Source: an optimization exercise on an open RTL-to-GDS flow (aim: small area, a short achievable clock period and few clock cycles). Production flows keep margins and buffers that such runs may drop.
Where RTL was checked, it was by simulation tests only, not by an equivalence proof against the original.
Function not checked in runs 1 and 2: the RTL went through the layout flow alone.

==> flow/design.v <==
`timescale 1ns / 1ps
`default_nettype none
module fpadd (
    input  wire [15:0] a,
    input  wire [15:0] b,
    input  wire        byp,
    output wire [15:0] y
);
    wire za = ~|a[14:0];
    wire zb = ~|b[14:0];
    wire swap = a[14:0] < b[14:0];
    wire [14:0] L = swap ? b[14:0] : a[14:0];
    wire [14:0] S = swap ? a[14:0] : b[14:0];
    wire sL = swap ? b[15] : a[15];
    wire sub = a[15] ^ b[15];
    wire [4:0] eL = L[14:10];
    wire [4:0] eS = S[14:10];
    wire hL = |eL;
    wire hS = |eS;
    wire [4:0] d = {eL[4:1], eL[0] | ~hL} - {eS[4:1], eS[0] | ~hS};
    wire [11:0] mS0 = {hS, S[9:0], 1'b0};
    wire [11:0] mS = d[4] ? 12'd0 : (mS0 >> d[3:0]);
    wire [12:0] mL = {1'b0, hL, L[9:0], 1'b0};
    wire [12:0] sum = sub ? (mL - {1'b0, mS}) : (mL + {1'b0, mS});
    wire z8 = ~|sum[12:5];
    wire [12:0] s1 = z8 ? {sum[4:0], 8'b0} : sum;
    wire z4 = ~|s1[12:9];
    wire [12:0] s2 = z4 ? {s1[8:0], 4'b0} : s1;
    wire z2 = ~|s2[12:11];
    wire [12:0] s3 = z2 ? {s2[10:0], 2'b0} : s2;
    wire z1 = ~s3[12];
    wire [12:0] s4 = z1 ? {s3[11:0], 1'b0} : s3;
    wire [5:0] ea = {1'b0, eL} + 6'd1 - {2'b0, z8, z4, z2, z1};
    wire flush = (~|sum) | ea[5];
    wire ovf = &ea[4:0];
    wire [15:0] r = flush ? 16'h0000 : ovf ? {sL, 5'b11111, 10'd0} : {sL, ea[4:0], s4[11:2]};
    assign y = zb ? ((za & ~byp) ? 16'h0000 : a) : za ? b : r;
endmodule
module fpgte (
    input  wire [15:0] a,
    input  wire [15:0] b,
    output reg         ge
);
    wire a_is_zero = ~|a[14:0];
    wire b_is_zero = ~|b[14:0];
    wire a_is_neg = a[15] & ~a_is_zero;
    wire b_is_neg = b[15] & ~b_is_zero;
    always @(*) begin
        if (a_is_zero && b_is_zero) ge = 1'b1;
        else if (!a_is_neg && b_is_neg) ge = 1'b1;
        else if (a_is_neg && !b_is_neg) ge = 1'b0;
        else if (!a_is_neg) ge = (a[14:0] >= b[14:0]);
        else ge = (a[14:0] <= b[14:0]);
    end
endmodule
module lif (
    input  wire        clk,
    input  wire        rst_n,
    input  wire [15:0] cfg_threshold,
    input  wire [15:0] cfg_nleak,           
    input  wire [15:0] cfg_reset_potential,
    input  wire [15:0] cfg_rp_leak,
    input  wire [3:0]  cfg_refractory,
    input  wire [15:0] synaptic_input,
    input  wire        op_leak1,
    input  wire        op_input,
    input  wire        op_check,
    output wire        spike_out,
    output wire [15:0] vmem_out
);
    reg [15:0] vmem;
    reg [3:0]  refrac_cnt;
    reg        pend;
    wire ge;
    fpgte u_gte (.a(vmem), .b(cfg_threshold), .ge(ge));
    wire fire = pend & ge;
    assign spike_out = fire;
    assign vmem_out  = fire ? cfg_reset_potential : vmem;
    wire [3:0] refrac_eff = fire ? cfg_refractory : refrac_cnt;
    wire active_eff = (refrac_eff == 4'd0);
    wire active_raw = (refrac_cnt == 4'd0);
    wire [15:0] sum;
    fpadd u_add (.a(vmem), .b(op_input ? synaptic_input : cfg_nleak), .byp(1'b0), .y(sum));
    wire [15:0] v = (sum[15] && (|sum[14:0])) ? 16'h0000 : sum;
    wire [15:0] v_leak = fire ? cfg_rp_leak : v;
    always @(posedge clk) begin
        if (!rst_n) begin
            vmem       <= 16'h0000;
            refrac_cnt <= 4'd0;
            pend       <= 1'b0;
        end else if (op_input) begin
            if (active_raw) begin
                vmem <= v;
                pend <= 1'b1;
            end else begin
                refrac_cnt <= refrac_cnt - 4'd1;
            end
        end else if (op_leak1 || op_check) begin
            if (active_eff) begin
                vmem       <= v_leak;
                refrac_cnt <= 4'd0;
                pend       <= op_check;
            end else begin
                vmem       <= vmem_out;
                refrac_cnt <= refrac_eff - (op_check ? 4'd1 : 4'd0);
                pend       <= 1'b0;
            end
        end else if (pend) begin
            vmem       <= vmem_out;
            refrac_cnt <= refrac_eff;
            pend       <= 1'b0;
        end
    end
endmodule
`default_nettype wire
`timescale 1ns / 1ps
`default_nettype none
module processor #(
    parameter ROWS        = 256,
    parameter SPIKES      = 16,
    parameter PE_COUNT    = 16,
    parameter WEIGHT_WIDTH = 16,
    parameter ACC_WIDTH   = 16,
    parameter NO_WIDTH    = 8,
    parameter VMEM_WIDTH    = 16,
    parameter THRESH_WIDTH  = 16,
    parameter LEAK_WIDTH    = 16,
    parameter REFRAC_WIDTH  = 4
) (
    input  wire clk,
    input  wire rst_n,
    input  wire                        task_valid,
    output wire                        task_ready,
    input  wire [$clog2(ROWS)-1:0]     task_row_id,
    input  wire [$clog2(ROWS)-1:0]     task_prefix_id,
    input  wire [SPIKES-1:0]           task_pattern,
    output wire [$clog2(SPIKES*PE_COUNT)-1:0] weight_addr,
    input  wire [WEIGHT_WIDTH-1:0] weight_data,
    output wire                    weight_rd_en,
    output wire [$clog2(ROWS)-1:0]     output_rd_addr,
    output wire [$clog2(ROWS)-1:0]     output_wr_addr,
    input  wire [PE_COUNT*ACC_WIDTH-1:0] output_rd_data,
    output wire [PE_COUNT*ACC_WIDTH-1:0] output_wr_data,
    output wire                        output_wr_en,
    input  wire [THRESH_WIDTH-1:0]     cfg_threshold,
    input  wire [LEAK_WIDTH-1:0]       cfg_leak,
    input  wire [VMEM_WIDTH-1:0]       cfg_reset_potential,
    input  wire [REFRAC_WIDTH-1:0]     cfg_refractory,
    input  wire                        lif_enable,
    input  wire                        timestep_end,
    output wire [PE_COUNT-1:0]         spike_out,
    output reg                         spike_valid,
    input  wire [$clog2(PE_COUNT)-1:0] vmem_rd_idx,
    output wire [VMEM_WIDTH-1:0]       vmem_rd_data,
    output wire                        proc_busy,
    output wire                        proc_done
);
    reg [15:0] th_r, nleak_r, rp_r;
    reg [3:0]  ref_r;
    reg        le_r;
    always @(posedge clk) begin
        th_r    <= cfg_threshold;
        nleak_r <= {~cfg_leak[15], cfg_leak[14:0]};
        rp_r    <= cfg_reset_potential;
        ref_r   <= cfg_refractory;
        le_r    <= lif_enable;
    end
    reg  [15:0] rpl_r;
    reg [3:0] ph;
    reg [8:0] ld_cnt;
    reg       ld_dv;
    reg [3:0] ld_dn;
    always @(posedge clk) begin
        if (!rst_n) begin
            ph     <= 4'd0;
            ld_cnt <= 9'd0;
            ld_dv  <= 1'b0;
            ld_dn  <= 4'd0;
        end else begin
            ph     <= ph + 4'd1;
            ld_dv  <= ~ld_cnt[8];
            ld_dn  <= ld_cnt[7:4];
            if (!ld_cnt[8]) ld_cnt <= ld_cnt + 9'd1;
        end
    end
    wire wready = ld_cnt[8] & ~ld_dv;
    wire rpl_cap = (ld_cnt == 9'd32);    
    reg  rpl_add, rpl_st;
    always @(posedge clk) begin
        rpl_add <= rst_n & rpl_cap;
        rpl_st  <= rst_n & rpl_add;
    end
    assign weight_addr  = {ld_cnt[7:4], ph + 4'd1};
    assign weight_rd_en = ~ld_cnt[8];
    genvar gn;
    reg        q_v;
    reg [7:0]  q_row, q_pid;
    reg [15:0] q_pat;
    reg        q_null;
    reg        a_v;
    reg [15:0] a_pat;           
    reg        a_patz;          
    reg [7:0]  a_row;           
    reg        a_rowv;
    reg        use_acc, use_pfx, byp;
    reg        h_v;
    reg [7:0]  h_row;
    reg        r_v;
    reg [7:0]  sl_row;
    reg        l1_done;
    reg        do_l2;           
    reg        op_l1, op_in, op_lk, op_chk;
    reg  [255:0] acc, slot, pfx;
    wire a_last  = a_v & a_patz;
    wire       h_nx       = (h_v & ~do_l2) | a_last;
    wire       l1_done_nx = op_l1 | (l1_done & ~do_l2);
    wire       do_l2_nx   = h_nx & (l1_done_nx | (~le_r & ~do_l2));
    wire       q_go       = q_v & wready & (~a_v | a_last) & (~h_nx | do_l2_nx);
    wire       a_v_nx     = q_go | (a_v & ~a_last);
    assign task_ready = ~q_v | q_go;
    wire   accept     = task_valid & task_ready;
    wire   q_v_nx     = accept | (q_v & ~q_go);
    wire lk_nx      = timestep_end & le_r;
    wire do_l1_nx   = ~l1_done_nx & le_r & ~lk_nx & (q_v_nx | a_v_nx | h_nx);
    wire [15:0] a_pat_rest = a_pat & (a_pat - 16'd1);
    wire [15:0] np_src = q_go ? q_pat : (a_v ? a_pat : 16'd0);
    wire [15:0] np_low = np_src & (~np_src + 16'd1);
    wire [31:0] np_dbl = {np_low, np_low} >> ph;
    wire [15:0] sel_rd = np_dbl[15:0];
    wire [15:0] np_rest = np_src & (np_src - 16'd1);
    wire        fwd_nx = a_rowv & (a_row == q_pid) & ~q_null;
    always @(posedge clk) begin
        if (!rst_n) begin
            q_v     <= 1'b0;
            a_v     <= 1'b0;
            a_rowv  <= 1'b0;
            use_acc <= 1'b1;
            use_pfx <= 1'b0;
            byp     <= 1'b1;
            h_v     <= 1'b0;
            r_v     <= 1'b0;
            l1_done <= 1'b0;
            do_l2   <= 1'b0;
            op_l1   <= 1'b0;
            op_in   <= 1'b0;
            op_lk   <= 1'b0;
            op_chk  <= 1'b0;
        end else begin
            q_v <= q_v_nx;
            if (accept) begin
                q_row  <= task_row_id;
                q_pid  <= task_prefix_id;
                q_pat  <= task_pattern;
                q_null <= (task_prefix_id == task_row_id);
            end
            a_v     <= a_v_nx;
            byp     <= ~|np_src & ~rpl_cap;
            use_acc <= (~q_go | fwd_nx) & ~rpl_cap;
            use_pfx <= (q_go & ~fwd_nx & ~q_null) | rpl_cap;
            if (q_go) begin
                a_row  <= q_row;
                a_rowv <= 1'b1;
                a_pat  <= np_rest;
                a_patz <= ~|np_rest;
            end else begin
                a_pat  <= a_pat_rest;
                a_patz <= ~|a_pat_rest;
            end
            h_v <= h_nx;
            if (a_last) h_row <= a_row;
            r_v <= do_l2;
            if (do_l2) sl_row <= h_row;
            l1_done <= l1_done_nx;
            do_l2   <= do_l2_nx;
            op_l1   <= do_l1_nx;
            op_in   <= do_l2_nx & le_r;
            op_lk   <= lk_nx;
            op_chk  <= (do_l2_nx & le_r) | lk_nx;
        end
    end
    wire fwd_slot = r_v & (sl_row == q_pid);
    always @(posedge clk) begin
        pfx <= fwd_slot ? slot : output_rd_data;
        if (rpl_cap) pfx[15:0] <= rp_r;
        if (rpl_st) rpl_r <= (acc[15] && (|acc[14:0])) ? 16'h0000 : acc[15:0];
        if (do_l2) slot <= acc;
    end
    wire [PE_COUNT-1:0] spk;
    wire [15:0] vm [0:PE_COUNT-1];
    generate
        for (gn = 0; gn < PE_COUNT; gn = gn + 1) begin : pe
            reg [255:0] ring;
            always @(posedge clk)
                ring <= {(ld_dv && ld_dn == gn) ? weight_data : ring[15:0], ring[255:16]};
            wire [15:0] src = ({16{use_acc}} & acc[16*gn +: 16]) | ({16{use_pfx}} & pfx[16*gn +: 16]);
            reg  [15:0] w_rd, w;
            integer j;
            always @(*) begin
                w_rd = 16'd0;
                for (j = 0; j < 16; j = j + 1)
                    w_rd = w_rd | ({16{sel_rd[j]}} & ring[16*j +: 16]);
                if (gn == 0) w_rd = w_rd | ({16{rpl_cap}} & nleak_r);
            end
            always @(posedge clk) w <= w_rd;
            wire [15:0] sum;
            fpadd u_acc (.a(src), .b(w), .byp(byp), .y(sum));
            always @(posedge clk) acc[16*gn +: 16] <= sum;
            lif u_lif (
                .clk                (clk),
                .rst_n              (rst_n),
                .cfg_threshold      (th_r),
                .cfg_nleak          (nleak_r),
                .cfg_reset_potential(rp_r),
                .cfg_rp_leak        (rpl_r),
                .cfg_refractory     (ref_r),
                .synaptic_input     (acc[16*gn +: 16]),
                .op_leak1           (op_l1),
                .op_input           (op_in),
                .op_check           (op_chk),
                .spike_out          (spk[gn]),
                .vmem_out           (vm[gn])
            );
        end
    endgenerate
    assign output_rd_addr = q_pid;
    assign output_wr_addr = sl_row;
    assign output_wr_data = slot;
    assign output_wr_en   = r_v;
    always @(*) spike_valid = r_v & le_r;
    assign spike_out    = spk;
    assign vmem_rd_data = vm[vmem_rd_idx];
    assign proc_done    = do_l2;
    assign proc_busy    = q_v | a_v | h_v;
endmodule
`default_nettype wire
==> flow/flow/run.sh <==
#!/bin/bash
# Own flow: the standard ORFS flow (standard.sh, unchanged synthesis),
# with repair_timing asked for extra setup slack so that it shortens the
# critical paths below the clock period that the constraints give.
set -euo pipefail
MARGIN=$(cat flow/margin.txt)
bash standard.sh SETUP_SLACK_MARGIN=$MARGIN finish > standard_flow.log 2>&1
==> flow/flow/margin.txt <==
15
==> flow/standard.sh <==
#!/bin/bash
# synth_recipe.tcl (not shown) runs the flow's synth.tcl, then flattens the netlist and writes it again
# the make line also repeats each setting of config.mk as NAME=value (left out here)
make -C /OpenROAD-flow-scripts/flow DESIGN_CONFIG=/design/flow/config.mk WORK_HOME=/design/flow/orfs CLKGATE_MAP_FILE= SYNTH_SCRIPT=/design/flow/synth_recipe.tcl "${@:-finish}"
==> flow/config.mk <==
export PLATFORM = sky130hd
export DESIGN_NAME = processor
export DESIGN_NICKNAME = processor
export VERILOG_FILES = /design/flow/design.v
export SDC_FILE = /design/flow/constraint.sdc
export NUM_CORES = 8
export LEC_CHECK = 0
export ABC_AREA = 1
export CAP_MARGIN = 20
export CORE_MARGIN = 2
export CORE_UTILIZATION = 55
export PLACE_DENSITY = 0.65
export SETUP_SLACK_MARGIN = 2.0
export SLEW_MARGIN = 20
==> flow/constraint.sdc <==
create_clock -name core_clock -period 28.0 [get_ports {clk}]
set_input_delay 5.6000 -clock core_clock [delete_from_list [all_inputs] [get_ports {clk}]]
set_output_delay 5.6000 -clock core_clock [all_outputs]
set_load 0.01 [all_outputs]
==> out/results.txt, run 1 <==
Status: complete, but fails checks
Set of violated layout checks: antenna violations
Final weighted congestion in routability-driven placement: 1.067
Worst setup skew after layout: 0.1229 ns
Total of endpoints with negative setup slack in the final report: 0
Portion of synthesized cell area occupied by the leading cell type: 35.29%
Synthesis-stage register bit count: 5631
Placed Area: 0.3104 mm²
Number of global-route vias before repair: 272000
Starting Density: 55.14%
Cell at the root of the clock tree: clkbuf_16
Fraction of layout cells with a size suffix above 1: 8.086%
Setup Total Neg Slack: 0 ns
Placeable core area: 0.5439 mm²
Port Buffers: 682
Drt first-iter violations: 40560
Unique masters post-synth: 97
Vertical die dimension: 742.4 µm
DR DRC count: 0
Average wire per cell in the routed design: 26.29 µm
Maximum clock rate: 0.07633 GHz
Worst Setup Path Type: flop to output pin
Detailed-routing wirelength on met1: 490000 µm
Final HPWL from detailed placement: 918000 µm
Overall die area: 0.5512 mm²
Part of the Yosys area used for sequential elements: 38.74%
Max stage delay cell, worst path: o21ai_0
Final Routed Wirelength: 1285000 µm
Per-cell via count in the routed design: 6.154
Number of antenna violations at the first check in global routing: 191
Total CTS buffers: 556
Worst slew slack as a fraction of its limit: 0.4068%
Wire length of the first global-routing pass: 1814000 µm
TritonCTS clock tree: done
Hold Buf Count CTS: 0
Top cell family by delay on the critical path: buffers and inverters
Mean cell area of the mapped netlist: 7.343 µm²
Total number of vias: 300700
H-tree levels: 6
Most used cell, CP: buf_4
Most numerous cell in the Yosys netlist: nand2_1
EDFF count, synth: 345
Delay of the slowest critical-path stage: 0.78 ns
Die width: 742.4 µm
Total routing usage reported by global routing: 43.88%
Count of endpoints failing hold in the final timing report: 0
List of most frequent post-synthesis cells: 10790 x nand2_1, 5286 x dfxtp_1, 4282 x inv_1
Cell area after synthesis: 0.2999 mm²
DRT Pass-1 Iters: 18
CP startpoint kind: flop
Multi-input gate area in the final layout: 0.1615 mm²
Layout Utilization: 61.81%
Clock slew at the register clock pins of the worst setup and hold paths: 0.07 ns
Part of the cycle the worst path needs: 46.79%
Number of nets in the synthesized netlist: 43050
Sinks on the clock net: 5631
Clock latency (worst-skew pair): 1.16 ns
Clock period minus worst slack: 13.10 ns
ANT nets after route: 1
Fraction of registers with async set/reset: 0%
Routed length on met2: 520600 µm
Unrepaired setup endpoints after global routing: true
Worst Path Buf+Inv: 6
Total of fill cells in the finished design: 48590
Ys flop type: dfxtp_1
Total I/O pin count: 683
Maximum number of pins on one net before global-route repair: 131
Crit path capture type: output pin
Worst-path cell chain: buf_4 > nor3_1 > nand4_1 > buf_4 > inv_1 > nor2_2 > buf_4 > nand2_1 > o211ai_1 > nand2_1 > buf_4 > o21ai_0 > o22ai_1 > nor4_4 > o2111ai_4 > buf_6
Met3 wire length: 166700 µm
Uppermost metal layer occupied by signal nets: met5
Crit-path max FO: 32
Data arrival time of the worst path: 7.50 ns
Required @ worst endpoint: 22.40 ns
Slew of the pin with the lowest slew margin: 1.489 ns
Instance count of the mapped netlist: 40840
Total congestion overflow after global routing: 0
Count of synthesis-stage warnings from yosys: 3
Nets@finish: 43140
Final Cell Area: 0.3362 mm²
Final Slew Violations: 0
Top cell type by total area after synthesis: dfxtp_1
Synthesis-to-layout area growth: 12.10%
Max clock buf depth: 4
Flip-flop and latch area: 0.1162 mm²
Max_cap viols: 1
Type of the most critical hold path: flop to flop
Dominant cells by area after synthesis: dfxtp_1 35%, nand2_1 14%, ha_1 7.3%
Std-Cell Rows: 271
-- placed cells by master (no fill, tap or decap), types with 179 or more instances in the layout --
master and instances:
xor2_1 344, inv_1 4223, ha_1 1692, clkdlybuf4s50_1 661, buf_4 493, a221oi_1 654, nand4_1 705, nor2_1 2046
nand2_2 425, or2_2 179, o22ai_1 243, nand3b_1 246, o21ai_0 3018, a21oi_2 193, nor3_1 352, clkbuf_16 573
dfxtp_1 5254, edfxtp_1 345, a21oi_1 2176, diode_2 249, nand3_1 3006, nand2_1 10690, o21ai_1 307, a22o_1 404
mux2_2 240, nor4_1 211
-- metal layers --
layer | vias up | GRT usage (%)
li1 | 137100 | -
met1 | 140800 | 55.41
met2 | 18540 | 62.87
met3 | 4173 | 14.48
met4 | 107 | 30.98
met5 | - | 0
-- stage by stage --
step / setup slack, ns / hold WS, ns / instances
2_1_floorplan: 15.55 / 0.3269 / 40840
3_3_place_gp: 12.63 / 0.3308 / 47360
3_5_place_dp: 12.53 / 0.3349 / 47370
4_1_cts: 14.98 / 0.2617 / 48410
5_1_grt: 14.81 / 0.2677 / 48650
6_report: 14.90 / 0.2694 / 48860
-- path summary, 6_finish.rpt --
| path | slack [ns] | to | cells after the start | from |
|---|---|---|---|---|
| min reg2reg | 0.27 | pe[8].ring[187] | 0 | pe[8].ring[203] |
| max reg2reg | 15.58 | pe[5].u_lif.vmem[11] | 72 | op_in |
| max | 14.90 | vmem_rd_data[1] | 16 | th_r[0] |
| min | 0.27 | pe[8].ring[187] | 0 | pe[8].ring[203] |
-- kinds of logic (layout without fill, tap and decap cells) --
logic type	after synthesis	after routing	synth area share [%]
other	0	249	0
AOI/OAI and AO/OA	8111	8111	16.09
buffers and inverters	6201	6719	8.473
DFF	5631	5631	38.74
and+or+nand+nor	18350	18370	26.48
muxes	295	295	1.085
adders and majority gates	1843	1843	7.930
xor gates and xnor gates	410	410	1.205
-- repair_timing --
action / in CTS / in global routing
gates cloned: 3 / 33
setup buffers: 37 / 158
gates resized for setup: 340 / 603
endpoints found under the setup margin: 452 / 524
pin swaps: 33 / 76
-- worst register-to-register path, delay by kind of cell (launching register included) --
family,cells,cell delay (ns)
simple gates,36,4.68
flops,1,0.44
xor+xnor,2,0.36
buf+inv,13,1.80
fa+ha+maj,6,2.21
compound gates,15,2.91
-- sequential cells by signal, summed over array words and instances (netlist names), 9 cells and up --
register,count
pe.u_lif.pend,16
nleak_r,16
acc,256
pe.ring,4096
rpl_r,16
pfx,256
a_pat,15
q_pat,16
th_r,16
pe.u_lif.vmem,256
pe.w,256
ld_cnt,9
slot,256
pe.u_lif.refrac_cnt,64
rp_r,16
-- area by class of cell --
class                           instances  area share, %
Clock buffer                          762          4.675
Timing Repair inverter                  2       0.007072
Antenna cell                          249         0.1854
Tap cell                             7234          2.692
Sequential cell                      5631          34.58
Timing Repair Buffer                 1281          3.713
Clock inverter                        240          1.034
Inverter                             4434          5.071
Multi-Input combinational cell      29030          48.05
==> run 2, diff against run 1 <==
--- a/flow/design.v
+++ b/flow/design.v
@@ -6,22 +6,56 @@
     input  wire        byp,
     output wire [15:0] y
 );
+    function lt_r;
+        input [9:0] x, z;
+        integer i;
+        reg c;
+        begin
+            c = 1'b0;
+            for (i = 0; i < 10; i = i + 1) c = (~x[i] & z[i]) | (~(x[i] ^ z[i]) & c);
+            lt_r = c;
+        end
+    endfunction
+    function [12:0] addsub13;
+        input [12:0] x, z;
+        input s;
+        integer i;
+        reg c, zz;
+        begin
+            c = s;
+            for (i = 0; i < 13; i = i + 1) begin
+                zz = z[i] ^ s;
+                addsub13[i] = x[i] ^ zz ^ c;
+                c = (x[i] & zz) | ((x[i] ^ zz) & c);
+            end
+        end
+    endfunction
     wire za = ~|a[14:0];
     wire zb = ~|b[14:0];
-    wire swap = a[14:0] < b[14:0];
+    wire elt = lt_r({5'd0, a[14:10]}, {5'd0, b[14:10]});
+    wire eeq = (a[14:10] == b[14:10]);
+    wire mlt = lt_r(a[9:0], b[9:0]);
+    wire swap = elt | (eeq & mlt);
     wire [14:0] L = swap ? b[14:0] : a[14:0];
     wire [14:0] S = swap ? a[14:0] : b[14:0];
     wire sL = swap ? b[15] : a[15];
     wire sub = a[15] ^ b[15];
     wire [4:0] eL = L[14:10];
-    wire [4:0] eS = S[14:10];
     wire hL = |eL;
-    wire hS = |eS;
-    wire [4:0] d = {eL[4:1], eL[0] | ~hL} - {eS[4:1], eS[0] | ~hS};
+    wire hS = |S[14:10];
+    wire [4:0] ea1 = {a[14:11], a[10] | ~|a[14:10]};
+    wire [4:0] eb1 = {b[14:11], b[10] | ~|b[14:10]};
+    wire [4:0] dab = ea1 - eb1;
+    wire [4:0] dba = eb1 - ea1;
+    wire [4:0] d = swap ? dba : dab;
     wire [11:0] mS0 = {hS, S[9:0], 1'b0};
-    wire [11:0] mS = d[4] ? 12'd0 : (mS0 >> d[3:0]);
+    wire [11:0] t1 = d[0] ? {1'b0, mS0[11:1]} : mS0;
+    wire [11:0] t2 = d[1] ? {2'b0, t1[11:2]} : t1;
+    wire [11:0] t3 = d[2] ? {4'b0, t2[11:4]} : t2;
+    wire [11:0] t4 = d[3] ? {8'b0, t3[11:8]} : t3;
+    wire [11:0] mS = d[4] ? 12'd0 : t4;
     wire [12:0] mL = {1'b0, hL, L[9:0], 1'b0};
-    wire [12:0] sum = sub ? (mL - {1'b0, mS}) : (mL + {1'b0, mS});
+    wire [12:0] sum = addsub13(mL, {1'b0, mS}, sub);
     wire z8 = ~|sum[12:5];
     wire [12:0] s1 = z8 ? {sum[4:0], 8'b0} : sum;
     wire z4 = ~|s1[12:9];
==> out/results.txt, run 2 <==
Std-Cell Rows: 264 (was 271)
Mean cell area of the mapped netlist: 7.284 µm² (was 7.343 µm²)
Maximum clock rate: 0.07452 GHz (was 0.07633 GHz)
Total of fill cells in the finished design: 44800 (was 48590)
DRT Pass-1 Iters: 13 (was 18)
Hold Path Stages: 0 (unchanged)
Area fraction in compound gates after synthesis: 9.360% (was 16.09%)
Drt first-iter violations: 44110 (was 40560)
Unrepaired setup endpoints after global routing: true (unchanged)
Maximum number of pins on one net before global-route repair: 122 (was 131)
Count of synthesis-stage warnings from yosys: 4 (was 3)
Unique masters post-synth: 89 (was 97)
Top cell family by delay on the critical path: buffers and inverters (unchanged)
Worst-path cell chain: buf_12 > nor2_4 > inv_2 > buf_12 > buf_12 > nor2_4 > clkinvlp_4 > buf_12 > buf_16 > o21ai_4 > nor4_2 > nand4_1 > buf_2 (was buf_4 > nor3_1 > nand4_1 > buf_4 > inv_1 > nor2_2 > buf_4 > nand2_1 > o211ai_1 > nand2_1 > buf_4 > o21ai_0 > o22ai_1 > nor4_4 > o2111ai_4 > buf_6)
EDFF count, synth: 345 (unchanged)
Placeable core area: 0.5169 mm² (was 0.5439 mm²)
Most used cell, CP: buf_12 (was buf_4)
Part of the cycle the worst path needs: 47.93% (was 46.79%)
Max stage delay cell, worst path: o21ai_4 (was o21ai_0)
Final Routed Wirelength: 1324000 µm (was 1285000 µm)
Adder-cell area share of the yosys netlist: 8.620% (was 7.930%)
Slew of the pin with the lowest slew margin: 1.581 ns (was 1.489 ns)
DR DRC count: 0 (unchanged)
Count of endpoints failing hold in the final timing report: 0 (unchanged)
Set of violated layout checks: max-capacitance violations, max-slew violations (was antenna violations)
Portion of synthesized cell area occupied by the leading cell type: 37.05% (was 35.29%)
Fraction of registers with async set/reset: 0% (unchanged)
H-tree levels: 6 (unchanged)
Total of endpoints with negative setup slack in the final report: 0 (unchanged)
Per-cell via count in the routed design: 6.237 (was 6.154)
Most common library cell in the layout ignoring fill and taps: nand2_1 (unchanged)
Placed cells: 45400 (was 47370)
Largest reg by FF count: pe.ring (unchanged)
Starting Density: 55.26% (was 55.14%)
CP startpoint kind: input pin (was flop)
Worst Path Buf+Inv: 8 (was 6)
Max clock buf depth: 4 (unchanged)
Delay of the slowest critical-path stage: 0.46 ns (was 0.78 ns)
Worst Setup Path Type: input pin to output pin (was flop to output pin)
Clock slew at the register clock pins of the worst setup and hold paths: 0.06 ns (was 0.07 ns)
Required @ worst endpoint: 22.40 ns (about the same)
Fraction of layout cells with a size suffix above 1: 10.86% (was 8.086%)
Average wire per cell in the routed design: 27.77 µm (was 26.29 µm)
Final Cell Area: 0.3355 mm² (was 0.3362 mm²)
Number of nets in the synthesized netlist: 41280 (was 43050)
Data arrival time of the worst path: 7.82 ns (was 7.50 ns)
Die width: 724.7 µm (was 742.4 µm)
List of most frequent post-synthesis cells: 11420 x nand2_1, 5286 x dfxtp_1, 4829 x nand3_1 (was 10790 x nand2_1, 5286 x dfxtp_1, 4282 x inv_1)
Least setup slack across all paths after layout: 14.58 ns (was 14.90 ns)
Port Buffers: 682 (unchanged)
Portion of netlist area occupied by mux cells: 1.034% (was 1.085%)
Synthesis-to-layout area growth: 17.45% (was 12.10%)
Worst setup skew after layout: 0.1234 ns (was 0.1229 ns)
Worst slew slack as a fraction of its limit: -6.491% (was 0.4068%)
Placed Area: 0.2969 mm² (was 0.3104 mm²)
Total CTS buffers: 560 (was 556)
Final HPWL from detailed placement: 913200 µm (was 918000 µm)
Total routing usage reported by global routing: 47.00% (was 43.88%)
Cell area after synthesis: 0.2856 mm² (was 0.2999 mm²)
Final Slew Violations: 6 (was 0)
Final instance count without filler cells: 47670 (was 48860)
Reg2reg path depth: 72 (unchanged)
Clock period minus worst slack: 13.42 ns (was 13.10 ns)
Total number of vias: 297300 (was 300700)
Setup Total Neg Slack: 0 ns (unchanged)
Dominant combinational cell family by area after synthesis: simple AND/OR/NAND/NOR gates (unchanged)
Instance count of the mapped netlist: 39220 (was 40840)
Nets@finish: 42070 (was 43140)
Clock latency (worst-skew pair): 1.13 ns (was 1.16 ns)
Max FFs per register: 4096 (unchanged)
Number of antenna violations at the first check in global routing: 214 (was 191)
Dominant cells by area after synthesis: dfxtp_1 37%, nand2_1 15%, nand3_1 8.5% (was dfxtp_1 35%, nand2_1 14%, ha_1 7.3%)
Type of the most critical hold path: flop to flop (unchanged)
Flip-flop and latch area: 0.1162 mm² (about the same)
Wire length of the first global-routing pass: 1829000 µm (was 1814000 µm)
Overall die area: 0.5251 mm² (was 0.5512 mm²)
Synth Area in Simple Gates: 30.58% (was 26.48%)
Part of the Yosys area used for sequential elements: 40.67% (was 38.74%)
Sinks on the clock net: 5631 (unchanged)
TritonCTS clock tree: done (unchanged)
ANT nets after route: 0 (was 1)
Number of global-route vias before repair: 265500 (was 272000)
Vertical die dimension: 724.7 µm (was 742.4 µm)
Commonest cells after routing, fill and taps aside: 11090 x nand2_1, 5272 x dfxtp_1, 4749 x nand3_1 (was 10690 x nand2_1, 5254 x dfxtp_1, 4223 x inv_1)
Status: complete, but fails checks (unchanged)
Post-Synth XOR/XNOR Area: 1.624% (was 1.205%)
Final weighted congestion in routability-driven placement: 1.096 (was 1.067)
Total congestion overflow after global routing: 0 (unchanged)
Ys flop type: dfxtp_1 (unchanged)
Synthesis-stage register bit count: 5631 (unchanged)
Multi-input gate area in the final layout: 0.1547 mm² (was 0.1615 mm²)
Top cell type by total area after synthesis: dfxtp_1 (unchanged)
Placement Setup Slack: 11.86 ns (was 12.53 ns)
Crit-path max FO: 5 (was 32)
Crit path capture type: output pin (unchanged)
Max_cap viols: 2 (was 1)
Stages on worst setup path: 13 (was 16)
Cell at the root of the clock tree: clkbuf_16 (unchanged)
Most numerous cell in the Yosys netlist: nand2_1 (unchanged)
Total I/O pin count: 683 (unchanged)
Hold Buf Count CTS: 0 (unchanged)
## run 2: cells by family (layout without fill, tap and decap cells)
group,count (synthesis),in the layout
multiplexers,263,263
buffers and inverters,5865,7064
flip-flops,5631,5631
XOR/XNOR,528,528
AND/OR/NAND/NOR,20400,20440
AO/OA/AOI/OAI,4833,4839
adder cells (fa/ha/maj),1699,1699
other,0,296
## run 2: cell type report
class,count,share of cell area (%)
clock buffer,789,4.797
tap,6916,2.579
antenna,296,0.2208
clock inverter,226,1.047
timing repair inverter,19,0.05221
sequential,5631,34.64
multi-input combinational,27770,46.10
inverter,4000,4.593
timing repair buffer,2030,5.970
## run 2: per-layer routing
layer,up-vias,track usage (%),wire length (µm)
li1,130600,-,-
met1,139600,58.98,484100
met2,21730,65.49,526400
met3,5230,17.57,195800
met4,96,35.02,116900
met5,-,0.4354,959
## run 2: repair_timing
item                       in CTS  in global routing
cloned                         42                 99
setup endpoints to repair     528                527
pin swaps                     119                419
setup buffers                 161                646
gates resized for setup      1083               1399
## run 2: final timing paths
| path | startpoint | end | slack (ns) |
|---|---|---|---|
| worst max register to register | op_in | pe[1].u_lif.vmem[7] | 15.27 |
| worst min register to register | pe[14].ring[95] | pe[14].ring[79] | 0.27 |
| worst min-delay path | pe[14].ring[95] | pe[14].ring[79] | 0.27 |
| worst max-delay path | vmem_rd_idx[3] | vmem_rd_data[13] | 14.58 |
## run 2: stage by stage
step | utilization (%) | hold WS (ns)
finish | 64.90 | 0.2661
global route | 64.79 | 0.2860
CTS | 62.44 | 0.2789
detailed placement | 57.43 | 0.3349
global placement | 57.42 | 0.3315
floorplan | - | 0.3308
## run 2: worst reg2reg max path, delay by kind of cell (launching register included)
family | cells | cell delay [ns]
AOI/OAI and AO/OA | 9 | 1.68
xor gates and xnor gates | 2 | 0.43
adders and majority gates | 17 | 4.97
buffers and inverters | 15 | 1.59
DFF | 1 | 0.39
and+or+nand+nor | 29 | 3.52
==> run 3, diff against run 2 <==
--- a/flow/design.v
+++ b/flow/design.v
@@ -6,56 +6,22 @@
     input  wire        byp,
     output wire [15:0] y
 );
-    function lt_r;
-        input [9:0] x, z;
-        integer i;
-        reg c;
-        begin
-            c = 1'b0;
-            for (i = 0; i < 10; i = i + 1) c = (~x[i] & z[i]) | (~(x[i] ^ z[i]) & c);
-            lt_r = c;
-        end
-    endfunction
-    function [12:0] addsub13;
-        input [12:0] x, z;
-        input s;
-        integer i;
-        reg c, zz;
-        begin
-            c = s;
-            for (i = 0; i < 13; i = i + 1) begin
-                zz = z[i] ^ s;
-                addsub13[i] = x[i] ^ zz ^ c;
-                c = (x[i] & zz) | ((x[i] ^ zz) & c);
-            end
-        end
-    endfunction
     wire za = ~|a[14:0];
     wire zb = ~|b[14:0];
-    wire elt = lt_r({5'd0, a[14:10]}, {5'd0, b[14:10]});
-    wire eeq = (a[14:10] == b[14:10]);
-    wire mlt = lt_r(a[9:0], b[9:0]);
-    wire swap = elt | (eeq & mlt);
+    wire swap = a[14:0] < b[14:0];
     wire [14:0] L = swap ? b[14:0] : a[14:0];
     wire [14:0] S = swap ? a[14:0] : b[14:0];
     wire sL = swap ? b[15] : a[15];
     wire sub = a[15] ^ b[15];
     wire [4:0] eL = L[14:10];
+    wire [4:0] eS = S[14:10];
     wire hL = |eL;
-    wire hS = |S[14:10];
-    wire [4:0] ea1 = {a[14:11], a[10] | ~|a[14:10]};
-    wire [4:0] eb1 = {b[14:11], b[10] | ~|b[14:10]};
-    wire [4:0] dab = ea1 - eb1;
-    wire [4:0] dba = eb1 - ea1;
-    wire [4:0] d = swap ? dba : dab;
+    wire hS = |eS;
+    wire [4:0] d = {eL[4:1], eL[0] | ~hL} - {eS[4:1], eS[0] | ~hS};
     wire [11:0] mS0 = {hS, S[9:0], 1'b0};
-    wire [11:0] t1 = d[0] ? {1'b0, mS0[11:1]} : mS0;
-    wire [11:0] t2 = d[1] ? {2'b0, t1[11:2]} : t1;
-    wire [11:0] t3 = d[2] ? {4'b0, t2[11:4]} : t2;
-    wire [11:0] t4 = d[3] ? {8'b0, t3[11:8]} : t3;
-    wire [11:0] mS = d[4] ? 12'd0 : t4;
+    wire [11:0] mS = d[4] ? 12'd0 : (mS0 >> d[3:0]);
     wire [12:0] mL = {1'b0, hL, L[9:0], 1'b0};
-    wire [12:0] sum = addsub13(mL, {1'b0, mS}, sub);
+    wire [12:0] sum = sub ? (mL - {1'b0, mS}) : (mL + {1'b0, mS});
     wire z8 = ~|sum[12:5];
     wire [12:0] s1 = z8 ? {sum[4:0], 8'b0} : sum;
     wire z4 = ~|s1[12:9];
@@ -200,32 +166,21 @@
         le_r    <= lif_enable;
     end
     reg  [15:0] rpl_r;
+    wire [15:0] rpl_acc;
+    wire [15:0] rpl_now;
     reg [3:0] ph;
-    reg [8:0] ld_cnt;
-    reg       ld_dv;
-    reg [3:0] ld_dn;
+    reg       first;            
     always @(posedge clk) begin
-        if (!rst_n) begin
-            ph     <= 4'd0;
-            ld_cnt <= 9'd0;
-            ld_dv  <= 1'b0;
-            ld_dn  <= 4'd0;
-        end else begin
-            ph     <= ph + 4'd1;
-            ld_dv  <= ~ld_cnt[8];
-            ld_dn  <= ld_cnt[7:4];
-            if (!ld_cnt[8]) ld_cnt <= ld_cnt + 9'd1;
-        end
+        first <= ~rst_n;
+        if (!rst_n) ph <= 4'd0;
+        else        ph <= ph + 4'd1;
     end
-    wire wready = ld_cnt[8] & ~ld_dv;
-    wire rpl_cap = (ld_cnt == 9'd32);    
+    wire rpl_cap = first;
     reg  rpl_add, rpl_st;
     always @(posedge clk) begin
         rpl_add <= rst_n & rpl_cap;
         rpl_st  <= rst_n & rpl_add;
     end
-    assign weight_addr  = {ld_cnt[7:4], ph + 4'd1};
-    assign weight_rd_en = ~ld_cnt[8];
     genvar gn;
     reg        q_v;
     reg [7:0]  q_row, q_pid;
@@ -244,6 +199,54 @@
     reg        l1_done;
     reg        do_l2;           
     reg        op_l1, op_in, op_lk, op_chk;
+    reg        l_act;           
+    reg [3:0]  l_col, l_cnt;
+    reg [15:0] l_req;           
+    reg [15:0] l_done;          
+    reg        ld_dv;           
+    reg [3:0]  ld_dn;           
+    reg        d_last;          
+    reg [3:0]  d_col;
+    wire [3:0]  l_n     = l_col - ph - 4'd1;
+    wire        l_end   = ~l_act | (l_cnt == 4'd15);
+    wire [15:0] l_want  = q_v ? (q_pat & ~l_req) : 16'd0;
+    wire [15:0] l_want2 = task_valid ? (task_pattern & ~l_req) : 16'd0;
+    wire [15:0] l_cand  = (|l_want) ? l_want : (|l_want2) ? l_want2 : ~l_req;
+    reg  [3:0]  l_next;
+    integer li;
+    always @(*) begin
+        l_next = 4'd0;
+        for (li = 15; li >= 0; li = li - 1)
+            if (l_cand[li]) l_next = li[3:0];
+    end
+    wire l_start = l_end & ~&l_req;
+    always @(posedge clk) begin
+        if (!rst_n) begin
+            l_act  <= 1'b0;
+            l_req  <= 16'd0;
+            l_done <= 16'd0;
+            ld_dv  <= 1'b0;
+            d_last <= 1'b0;
+        end else begin
+            ld_dv  <= l_act;
+            ld_dn  <= l_n;
+            d_last <= l_act & (l_cnt == 4'd15);
+            d_col  <= l_col;
+            if (d_last) l_done[d_col] <= 1'b1;
+            if (l_start) begin
+                l_act <= 1'b1;
+                l_col <= l_next;
+                l_cnt <= 4'd0;
+                l_req[l_next] <= 1'b1;
+            end else begin
+                if (l_end) l_act <= 1'b0;
+                l_cnt <= l_cnt + 4'd1;
+            end
+        end
+    end
+    assign weight_addr  = {l_n, l_col};
+    assign weight_rd_en = l_act;
+    wire wready = ~|(q_pat & ~l_done);
     reg  [255:0] acc, slot, pfx;
     wire a_last  = a_v & a_patz;
     wire       h_nx       = (h_v & ~do_l2) | a_last;
@@ -312,11 +315,13 @@
             op_chk  <= (do_l2_nx & le_r) | lk_nx;
         end
     end
+    assign rpl_acc = (acc[15] && (|acc[14:0])) ? 16'h0000 : acc[15:0];
+    assign rpl_now = rpl_st ? rpl_acc : rpl_r;
     wire fwd_slot = r_v & (sl_row == q_pid);
     always @(posedge clk) begin
         pfx <= fwd_slot ? slot : output_rd_data;
-        if (rpl_cap) pfx[15:0] <= rp_r;
-        if (rpl_st) rpl_r <= (acc[15] && (|acc[14:0])) ? 16'h0000 : acc[15:0];
+        if (rpl_cap) pfx[15:0] <= cfg_reset_potential;
+        if (rpl_st) rpl_r <= rpl_acc;
         if (do_l2) slot <= acc;
     end
     wire [PE_COUNT-1:0] spk;
@@ -332,8 +337,8 @@
             always @(*) begin
                 w_rd = 16'd0;
                 for (j = 0; j < 16; j = j + 1)
-                    w_rd = w_rd | ({16{sel_rd[j]}} & ring[16*j +: 16]);
-                if (gn == 0) w_rd = w_rd | ({16{rpl_cap}} & nleak_r);
+                    w_rd = w_rd | ({16{sel_rd[(j + gn) % 16]}} & ring[16*j +: 16]);
+                if (gn == 0) w_rd = w_rd | ({16{rpl_cap}} & {~cfg_leak[15], cfg_leak[14:0]});
             end
             always @(posedge clk) w <= w_rd;
             wire [15:0] sum;
@@ -345,7 +350,7 @@
                 .cfg_threshold      (th_r),
                 .cfg_nleak          (nleak_r),
                 .cfg_reset_potential(rp_r),
-                .cfg_rp_leak        (rpl_r),
+                .cfg_rp_leak        (rpl_now),
                 .cfg_refractory     (ref_r),
                 .synaptic_input     (acc[16*gn +: 16]),
                 .op_leak1           (op_l1),
==> flow/flow/run.sh (replaced) <==
#!/bin/bash
set -euo pipefail
bash standard.sh SETUP_SLACK_MARGIN=15.5 MAX_REPAIR_ANTENNAS_ITER_DRT=10 finish > standard_flow.log 2>&1
--- a/flow/config.mk
+++ b/flow/config.mk
@@ -6,9 +6,11 @@
 export NUM_CORES = 8
 export LEC_CHECK = 0
 export ABC_AREA = 1
-export CAP_MARGIN = 20
+export CAP_MARGIN = 40
 export CORE_MARGIN = 2
-export CORE_UTILIZATION = 55
-export PLACE_DENSITY = 0.65
+export CORE_UTILIZATION = 65
+export CTS_CLUSTER_DIAMETER = 100
+export CTS_CLUSTER_SIZE = 30
+export PLACE_DENSITY = 0.72
 export SETUP_SLACK_MARGIN = 2.0
-export SLEW_MARGIN = 20
+export SLEW_MARGIN = 40
removed: flow/flow/margin.txt
==> out/results.txt, run 3 <==
Part of the Yosys area used for sequential elements: 38.81% (was 40.67%)
Die width: 684.8 µm (was 724.7 µm)
Max clock buf depth: 4 (unchanged)
Port Buffers: 682 (unchanged)
Starting Density: 65.13% (was 55.26%)
Post-GRT worst EP: vmem_rd_data[13]
Total CTS buffers: 266 (was 560)
Final HPWL from detailed placement: 934500 µm (was 913200 µm)
Fraction of registers with async set/reset: 0% (unchanged)
Number of antenna violations at the first check in global routing: 317
List of most frequent post-synthesis cells: 10810 x nand2_1, 5324 x dfxtp_1, 4373 x inv_1 (was 11420 x nand2_1, 5286 x dfxtp_1, 4829 x nand3_1)
H-tree levels: 5 (was 6)
Std-Cell Rows: 250 (was 264)
Top cell type by total area after synthesis: dfxtp_1 (unchanged)
Number of nets in the synthesized netlist: 43390 (was 41280)
Total congestion overflow after global routing: 561
Hold Buf Count CTS: 0 (unchanged)
Vertical die dimension: 684.8 µm (was 724.7 µm)
Mean cell area of the mapped netlist: 7.318 µm² (was 7.284 µm²)
Cell at the root of the clock tree: clkbuf_16 (unchanged)
Count of synthesis-stage warnings from yosys: 3 (was 4)
Maximum number of pins on one net before global-route repair: 121
EDFF count, synth: 345 (unchanged)
Error that stopped the run: [ERROR GRT-0232] Routing congestion too high. Check the congestion heatmap in the GUI.
Unique masters post-synth: 90 (was 89)
Most numerous cell in the Yosys netlist: nand2_1 (unchanged)
Sinks on the clock net: 5669 (was 5631)
Final weighted congestion in routability-driven placement: 1.109 (was 1.096)
Status: stopped before the end (was complete, but fails checks)
Instance count of the mapped netlist: 41170 (was 39220)
Placement Setup Slack: 13.62 ns (was 11.86 ns)
Worst endpoint pin kind: primary output
Portion of synthesized cell area occupied by the leading cell type: 35.37% (was 37.05%)
Placed Area: 0.3112 mm² (was 0.2969 mm²)
Total routing usage reported by global routing: 71.51%
Cell area after synthesis: 0.3013 mm² (was 0.2856 mm²)
Synthesis-stage register bit count: 5669 (was 5631)
Ys flop type: dfxtp_1 (unchanged)
Total I/O pin count: 683 (unchanged)
Dominant cells by area after synthesis: dfxtp_1 35%, nand2_1 13%, ha_1 7.3% (was dfxtp_1 37%, nand2_1 15%, nand3_1 8.5%)
Last step reached: global routing (5_1_grt)
Placed cells: 46590 (was 45400)
==> run 3: cells by family after synthesis <==
group           after synthesis  synth area share, %
compound gates             8227                16.31
xor+xnor                    425                1.238
fa+ha+maj                  1854                7.941
buf+inv                    6298                8.379
flops                      5669                38.81
mux                         286                1.050
simple gates              18410                26.27
==> run 3: worst max-delay path by stage <==
stage / end / cells past startpoint / slack, ns / startpoint
4_1_cts: vmem_rd_data[13] / 13 / 15.16 / vmem_rd_idx[2]
3_5_place_dp: vmem_rd_data[4] / 12 / 13.62 / vmem_rd_idx[0]
2_1_floorplan: vmem_rd_data[12] / 9 / 15.69 / vmem_rd_idx[0]
3_3_place_gp: vmem_rd_data[6] / 9 / 13.65 / vmem_rd_idx[0]
==> run 3: timing repair <==
item / in CTS
pin swaps: 53
gates resized for setup: 442
gates cloned: 8
setup buffers: 77
setup endpoints to repair: 503
==> run 3: metal layers <==
layer	global-route usage (%)	overflow
met1	75.05	32
met2	86.42	221
met3	55.90	69
met4	63.07	230
met5	38.66	9
Testbench counts of run 3, summed over its fixed seeds: cycles 12,290.
==> run 4, diff against run 3 <==
==> flow/flow/run.sh (replaced) <==
#!/bin/bash
set -euo pipefail
bash standard.sh SETUP_SLACK_MARGIN=15.5 MAX_REPAIR_ANTENNAS_ITER_DRT=10 \
  "BUFFER_PORTS_ARGS=-buffer_cell sky130_fd_sc_hd__buf_2" finish > standard_flow.log 2>&1
--- a/flow/config.mk
+++ b/flow/config.mk
@@ -8,9 +8,9 @@
 export ABC_AREA = 1
 export CAP_MARGIN = 40
 export CORE_MARGIN = 2
-export CORE_UTILIZATION = 65
+export CORE_UTILIZATION = 55
 export CTS_CLUSTER_DIAMETER = 100
 export CTS_CLUSTER_SIZE = 30
-export PLACE_DENSITY = 0.72
+export PLACE_DENSITY = 0.65
 export SETUP_SLACK_MARGIN = 2.0
 export SLEW_MARGIN = 40
==> out/results.txt, run 4 <==
Final Routed Wirelength: 1273000 µm
FF-to-FF End: pe[0].u_lif.vmem[3]
EDFF count, synth: 345 (unchanged)
ANT nets after route: 0
DR DRC count: 0
Most numerous cell in the Yosys netlist: nand2_1 (unchanged)
Most common library cell in the layout ignoring fill and taps: nand2_1
Slew of the pin with the lowest slew margin: 1.111 ns
Number of global-route vias before repair: 266700
Max_cap viols: 0
H-tree levels: 4 (was 5)
Final weighted congestion in routability-driven placement: 1.065 (was 1.109)
Max FFs per register: 4096
TritonCTS clock tree: done
Sinks on the clock net: 5669 (unchanged)
Hold Buf Count CTS: 0 (unchanged)
Max clock buf depth: 4 (unchanged)
Port Buffers: 682 (unchanged)
Final HPWL from detailed placement: 920900 µm (was 934500 µm)
Data arrival time of the worst path: 7.57 ns
Number of nets in the synthesized netlist: 43390 (unchanged)
Worst slew slack as a fraction of its limit: 25.15%
Total CTS buffers: 245 (was 266)
Per-cell via count in the routed design: 6.167
Overall die area: 0.5538 mm²
Crit-path max FO: 34
Unrepaired setup endpoints after global routing: true
Fraction of registers with async set/reset: 0% (unchanged)
Part of the Yosys area used for sequential elements: 38.81% (unchanged)
Dominant cells by area after synthesis: dfxtp_1 35%, nand2_1 13%, ha_1 7.3% (unchanged)
Maximum clock rate: 0.07591 GHz
Die width: 744.2 µm (was 684.8 µm)
Starting Density: 55.26% (was 65.13%)
Worst setup skew after layout: 0.09650 ns
Placeable core area: 0.5452 mm²
Instance count of the mapped netlist: 41170 (unchanged)
Status: complete, no violations (was stopped before the end)
Average wire per cell in the routed design: 26.14 µm
Final instance count without filler cells: 48700
CP startpoint kind: flop
Count of synthesis-stage warnings from yosys: 3 (unchanged)
Unique masters post-synth: 90 (unchanged)
Synthesis-to-layout area growth: 8.766%
Portion of synthesized cell area occupied by the leading cell type: 35.37% (unchanged)
Drt first-iter violations: 40980
Commonest cells after routing, fill and taps aside: 10680 x nand2_1, 5297 x dfxtp_1, 4251 x inv_1
Placed cells: 47720 (was 46590)
Total routing usage reported by global routing: 43.12%
Number of antenna violations at the first check in global routing: 141
Largest reg by FF count: pe.ring
Fraction of layout cells with a size suffix above 1: 9.401%
Count of endpoints failing hold in the final timing report: 0
End of the critical path: vmem_rd_data[10]
Cell at the root of the clock tree: clkbuf_16 (unchanged)
Worst Setup Path Type: flop to output pin
Required @ worst endpoint: 22.40 ns
DRT Pass-1 Iters: 13
Mean cell area of the mapped netlist: 7.318 µm² (unchanged)
Vertical die dimension: 744.2 µm (was 684.8 µm)
Total congestion overflow after global routing: 0
Total I/O pin count: 683 (unchanged)
Crit. Startpoint: th_r[12]
Synthesis-stage register bit count: 5669 (unchanged)
Type of the most critical hold path: flop to flop
Final Slew Violations: 0
Worst-case register-to-register setup slack: 16.10 ns
Nets@finish: 43390
Ys flop type: dfxtp_1 (unchanged)
Cell area after synthesis: 0.3013 mm² (unchanged)
Min Hold Slack: 0.2739 ns
Clock period minus worst slack: 13.17 ns
Std-Cell Rows: 271 (was 250)
Top cell type by total area after synthesis: dfxtp_1 (unchanged)
Wire length of the first global-routing pass: 1785000 µm
Setup Total Neg Slack: 0 ns
Reg2reg path depth: 72
Clock slew at the register clock pins of the worst setup and hold paths: 0.11 ns
Maximum number of pins on one net before global-route repair: 121
Total of endpoints with negative setup slack in the final report: 0
Part of the cycle the worst path needs: 47.05%
Clock latency (worst-skew pair): 1.09 ns
List of most frequent post-synthesis cells: 10810 x nand2_1, 5324 x dfxtp_1, 4373 x inv_1 (unchanged)
Worst reg2reg path startpoint: op_in
Crit path capture type: output pin
Total number of vias: 300300
[run 4: cell counts after synthesis]
Identical to the previous run, type by type.
[run 4: layout make-up]
cell class / instances / area (µm²)
Fill cell: 50330 / 217500
Clock inverter: 68 / 1365
Timing Repair Buffer: 1490 / 11130
Clock buffer: 265 / 6302
Tap cell: 7234 / 9051
Multi-Input combinational cell: 29230 / 164700
Timing Repair inverter: 14 / 106.4
Sequential cell: 5669 / 117000
Inverter: 4522 / 17520
Antenna cell: 201 / 503.0
[run 4: how the worst min path moves through the flow]
stage                     slack (ns)          endpoint              from  depth (start not counted)
after floorplan                 0.33   pe[0].ring[231]   pe[0].ring[247]                          0
after global placement          0.33    pe[3].ring[68]    pe[3].ring[84]                          0
after detailed placement        0.33    pe[3].ring[77]    pe[3].ring[93]                          0
after CTS                       0.29   pe[14].ring[43]   pe[14].ring[59]                          0
after global routing            0.29  pe[14].ring[135]  pe[14].ring[151]                          0
final                           0.27  pe[14].ring[164]  pe[14].ring[180]                          0
[run 4: kinds of logic after synthesis]
group | synth area share (%)
adder cells (fa/ha/maj) | 7.941
AO/OA/AOI/OAI | 16.31
XOR/XNOR | 1.238
flip-flops | 38.81
multiplexers | 1.050
AND/OR/NAND/NOR | 26.27
buffers and inverters | 8.379
[run 4: metrics by stage]
step | utilization (%) | setup WS (ns) | area, µm²
after floorplan | - | 15.69 | 301300
after global placement | 56.67 | 13.33 | 309000
after detailed placement | 56.80 | 13.21 | 309700
after CTS | 58.75 | 15.10 | 320300
after global routing | 60.03 | 15.00 | 327300
final | 60.11 | 14.83 | 327700
[run 4: critical path: stages, from the launching register on]
cell and delay [ns]:
dfxtp_1 0.32, inv_2 0.64, buf_4 0.57, nand4_1 0.19, nor4_2 0.20, buf_4 0.51, clkinv_1 0.59, buf_4 0.45
o211ai_1 0.38, nand2_2 0.44, buf_4 0.39, o21ai_0 0.72, o22ai_1 0.26, nor3_2 0.29, o2111ai_2 0.29, buf_2 0.25
[run 4: timing repair]
action,in CTS,in global routing
gates resized for setup,496,845
pin swaps,48,121
setup endpoints to repair,503,528
setup buffers,71,307
cloned,9,48
[run 4: per-layer routing]
layer  track usage [%]  up-vias  part of all wire (%)
met5            0.3808        -                 0.061
met4             29.16       60                   7.9
met3             11.88     3746                    12
met2             62.20    17740                    41
met1             56.09   141200                    39
li1                  -   137600                     -
==> run 5, diff against run 4 <==
==> flow/flow/run.sh (replaced) <==
#!/bin/bash
set -euo pipefail
bash standard.sh SETUP_SLACK_MARGIN=15 MAX_REPAIR_ANTENNAS_ITER_DRT=10 finish > standard_flow.log 2>&1
--- a/flow/config.mk
+++ b/flow/config.mk
@@ -9,8 +9,6 @@
 export CAP_MARGIN = 40
 export CORE_MARGIN = 2
 export CORE_UTILIZATION = 55
-export CTS_CLUSTER_DIAMETER = 100
-export CTS_CLUSTER_SIZE = 30
 export PLACE_DENSITY = 0.65
 export SETUP_SLACK_MARGIN = 2.0
 export SLEW_MARGIN = 40
==> out/results.txt, run 5 <==
Multi-input gate area in the final layout: 0.1625 mm² (was 0.1647 mm²)
Worst reg2reg path startpoint: op_in (unchanged)
Sinks on the clock net: 5669 (unchanged)
Max clock buf depth: 4 (unchanged)
Flip-flop and latch area: 0.1170 mm² (about the same)
DRT Pass-1 Iters: 12 (was 13)
EDFF count, synth: 345 (unchanged)
Starting Density: 55.26% (unchanged)
Most common library cell in the layout ignoring fill and taps: nand2_1 (unchanged)
Clock period minus worst slack: 13.43 ns (was 13.17 ns)
Crit path capture type: output pin (unchanged)
Final Routed Wirelength: 1269000 µm (was 1273000 µm)
Total of endpoints with negative setup slack in the final report: 0 (unchanged)
Die width: 744.2 µm (unchanged)
Top cell type by total area after synthesis: dfxtp_1 (unchanged)
Most numerous cell in the Yosys netlist: nand2_1 (unchanged)
Cell area after synthesis: 0.3013 mm² (unchanged)
Part of the Yosys area used for sequential elements: 38.81% (unchanged)
Hold Path Stages: 0 (unchanged)
Met1 track utilization from global routing: 55.41% (was 56.09%)
Number of antenna violations at the first check in global routing: 174 (was 141)
Final instance count without filler cells: 49090 (was 48700)
Crit-path max FO: 52 (was 34)
Largest reg by FF count: pe.ring (unchanged)
Least setup slack across all paths after layout: 14.57 ns (was 14.83 ns)
Worst Setup Path Type: flop to output pin (unchanged)
Unique masters post-synth: 90 (unchanged)
Max_cap viols: 0 (unchanged)
Number of global-route vias before repair: 270300 (was 266700)
Min Hold Slack: 0.2667 ns (was 0.2739 ns)
Worst slew slack as a fraction of its limit: 30.83% (was 25.15%)
Portion of synthesized cell area occupied by the leading cell type: 35.37% (unchanged)
Part of the cycle the worst path needs: 47.95% (was 47.05%)
Average wire per cell in the routed design: 25.84 µm (was 26.14 µm)
Nets@finish: 43470 (was 43390)
H-tree levels: 6 (was 4)
Commonest cells after routing, fill and taps aside: 10710 x nand2_1, 5298 x dfxtp_1, 4276 x inv_1 (was 10680 x nand2_1, 5297 x dfxtp_1, 4251 x inv_1)
Worst min-delay path startpoint: pe[13].ring[16] (was pe[14].ring[180])
Most crowded layer after global routing: met2 (unchanged)
Mean cell area of the mapped netlist: 7.318 µm² (unchanged)
Hold Buf Count CTS: 0 (unchanged)
Fraction of layout cells with a size suffix above 1: 7.853% (was 9.401%)
Slew of the pin with the lowest slew margin: 1.027 ns (was 1.111 ns)
Drt first-iter violations: 40450 (was 40980)
M2 GR Usage: 62.55% (was 62.20%)
GRT met3 Usage: 12.21% (was 11.88%)
Ys flop type: dfxtp_1 (unchanged)
Clock slew at the register clock pins of the worst setup and hold paths: 0.07 ns (was 0.11 ns)
Status: complete, no violations (unchanged)
Total CTS buffers: 566 (was 245)
Synthesis-stage register bit count: 5669 (unchanged)
Port Buffers: 682 (unchanged)
Placement Setup Slack: 13.08 ns (was 13.21 ns)
Maximum clock rate: 0.07448 GHz (was 0.07591 GHz)
Cell at the root of the clock tree: clkbuf_16 (unchanged)
Total I/O pin count: 683 (unchanged)
DR DRC count: 0 (unchanged)
Synthesis-to-layout area growth: 12.12% (was 8.766%)
Instance count of the mapped netlist: 41170 (unchanged)
Total number of vias: 300300 (about the same)
Vertical die dimension: 744.2 µm (unchanged)
Final weighted congestion in routability-driven placement: 1.075 (was 1.065)
Fraction of registers with async set/reset: 0% (unchanged)
Type of the most critical hold path: flop to flop (unchanged)
Reg2reg path depth: 71 (was 72)
Count of synthesis-stage warnings from yosys: 3 (unchanged)
Std-Cell Rows: 271 (unchanged)
Max FFs per register: 4096 (unchanged)
Per-cell via count in the routed design: 6.117 (was 6.167)
Unrepaired setup endpoints after global routing: true (unchanged)
Total congestion overflow after global routing: 0 (unchanged)
Overall die area: 0.5538 mm² (unchanged)
Required @ worst endpoint: 22.40 ns (about the same)
Setup Total Neg Slack: 0 ns (unchanged)
TritonCTS clock tree: done (unchanged)
Worst setup skew after layout: 0.1190 ns (was 0.09650 ns)
Maximum number of pins on one net before global-route repair: 157 (was 121)
ANT nets after route: 0 (unchanged)
Final HPWL from detailed placement: 909500 µm (was 920900 µm)
Total of fill cells in the finished design: 49060 (was 50330)
Data arrival time of the worst path: 7.83 ns (was 7.57 ns)
Total routing usage reported by global routing: 43.21% (was 43.12%)
Wire length of the first global-routing pass: 1791000 µm (was 1785000 µm)
List of most frequent post-synthesis cells: 10810 x nand2_1, 5324 x dfxtp_1, 4373 x inv_1 (unchanged)
Count of endpoints failing hold in the final timing report: 0 (unchanged)
Crit. Startpoint: th_r[3] (was th_r[12])
Placeable core area: 0.5452 mm² (unchanged)
CP startpoint kind: flop (unchanged)
Placed cells: 47690 (was 47720)
Final Slew Violations: 0 (unchanged)
Dominant cells by area after synthesis: dfxtp_1 35%, nand2_1 13%, ha_1 7.3% (unchanged)
Number of nets in the synthesized netlist: 43390 (unchanged)
Clock latency (worst-skew pair): 1.14 ns (was 1.09 ns)
[run 5: changes by cell type in the layout (fill, tap and decap cells not counted), sizes merged, moves of 6 or more]
cell	delta
buf	-889
clkdlybuf4s50	+661
clkbuf	+521
clkinv	+98
diode	-35
bufinv	+28
inv	+26
nand2	-11
clkinvlp	-6
[run 5: layout make-up]
type                            count  share of cell area, %
Multi-Input combinational cell  29220                  48.11
Sequential cell                  5669                  34.63
Inverter                         4522                  5.149
Clock buffer                      789                  4.804
Timing Repair Buffer             1264                  3.654
Tap cell                         7234                  2.679
Clock inverter                    224                 0.8415
Antenna cell                      166                 0.1230
Timing Repair inverter              4                0.01111
[run 5: path summary, 6_finish.rpt]
path	end	slack [ns]
max	vmem_rd_data[10]	14.57
max reg2reg	pe[0].u_lif.vmem[13]	15.70
min reg2reg	pe[13].ring[0]	0.27
min	pe[13].ring[0]	0.27
[run 5: repair_timing]
| item | 4_1_cts | 5_1_grt |
|---|---|---|
| resized for setup | 279 | 575 |
| gates cloned | 3 | 25 |
| pin swaps | 29 | 61 |
| buffers inserted | 41 | 151 |
| setup endpoints to repair | 392 | 521 |
[run 5: worst max-delay path, cell delays in order, from the launching register on]
cell and delay (ns):
dfxtp_1 0.31, inv_2 0.04, buf_4 0.74, nand3_1 0.20, nor4_2 0.29, buf_4 0.53
clkinv_1 0.64, buf_4 0.48, o211ai_1 0.48, nand2_1 0.38, buf_4 0.40, o21ai_0 0.80
or2_2 0.23, o221ai_1 0.18, nor3_2 0.38, o2111ai_4 0.25, dlygate4sd2_1 0.35
[run 5: logic make-up after synthesis]
group	Yosys count	synth area share [%]
compound gates	8227	16.31
xor+xnor	425	1.238
fa+ha+maj	1854	7.941
buf+inv	6298	8.379
flops	5669	38.81
mux	286	1.050
simple gates	18410	26.27
[run 5: through the flow]
stage               util, %  instance area (µm²)
floorplan                 -               301300
global placement      57.23               312000
detailed placement    57.40               313000
CTS                   61.14               333400
global route          61.91               337500
finish                61.96               337800
[run 5: routing by layer]
layer / routed length [µm] / share of wire (%) / vias to the layer above
met2: 520000 / 41 / 17260
li1: - / - / 138100
met4: 102000 / 8.0 / 76
met1: 490200 / 39 / 141200
met5: 831 / 0.066 / -
met3: 155500 / 12 / 3753

separate check: timing with driven ports:
Ports are ideal in the flow. The routed layouts listed here were re-timed in OpenROAD.
Step 1 assumes that a clkbuf_16 drives the clock port and a buf_2 every other input.
Step 2 moves the port delays by t, midway between the first and last clock arrival at a register: inputs arrive t later, outputs are due t later. That takes back most of the time a late clock gives input paths.
Slacks: no drivers / after step 1 / after step 2; pairs: no drivers / after step 1.
run	shift t [ns]	slack for setup (ns)	worst setup path after step 2	latest minus earliest clock arrival (ns)
run 1	1.231	14.899 / 14.766 / 14.766	input to output	0.124 / 0.123
run 2	1.215	14.580 / 14.357 / 14.357	input to output	0.166 / 0.167
run 4	1.154	14.827 / 14.689 / 14.804	input to output	0.144 / 0.144
run 5	1.232	14.573 / 14.418 / 14.755	input to output	0.122 / 0.121
The setup slack of run 2, which loses most, moves by -0.223 ns with the drivers and by -0.223 ns with both steps.
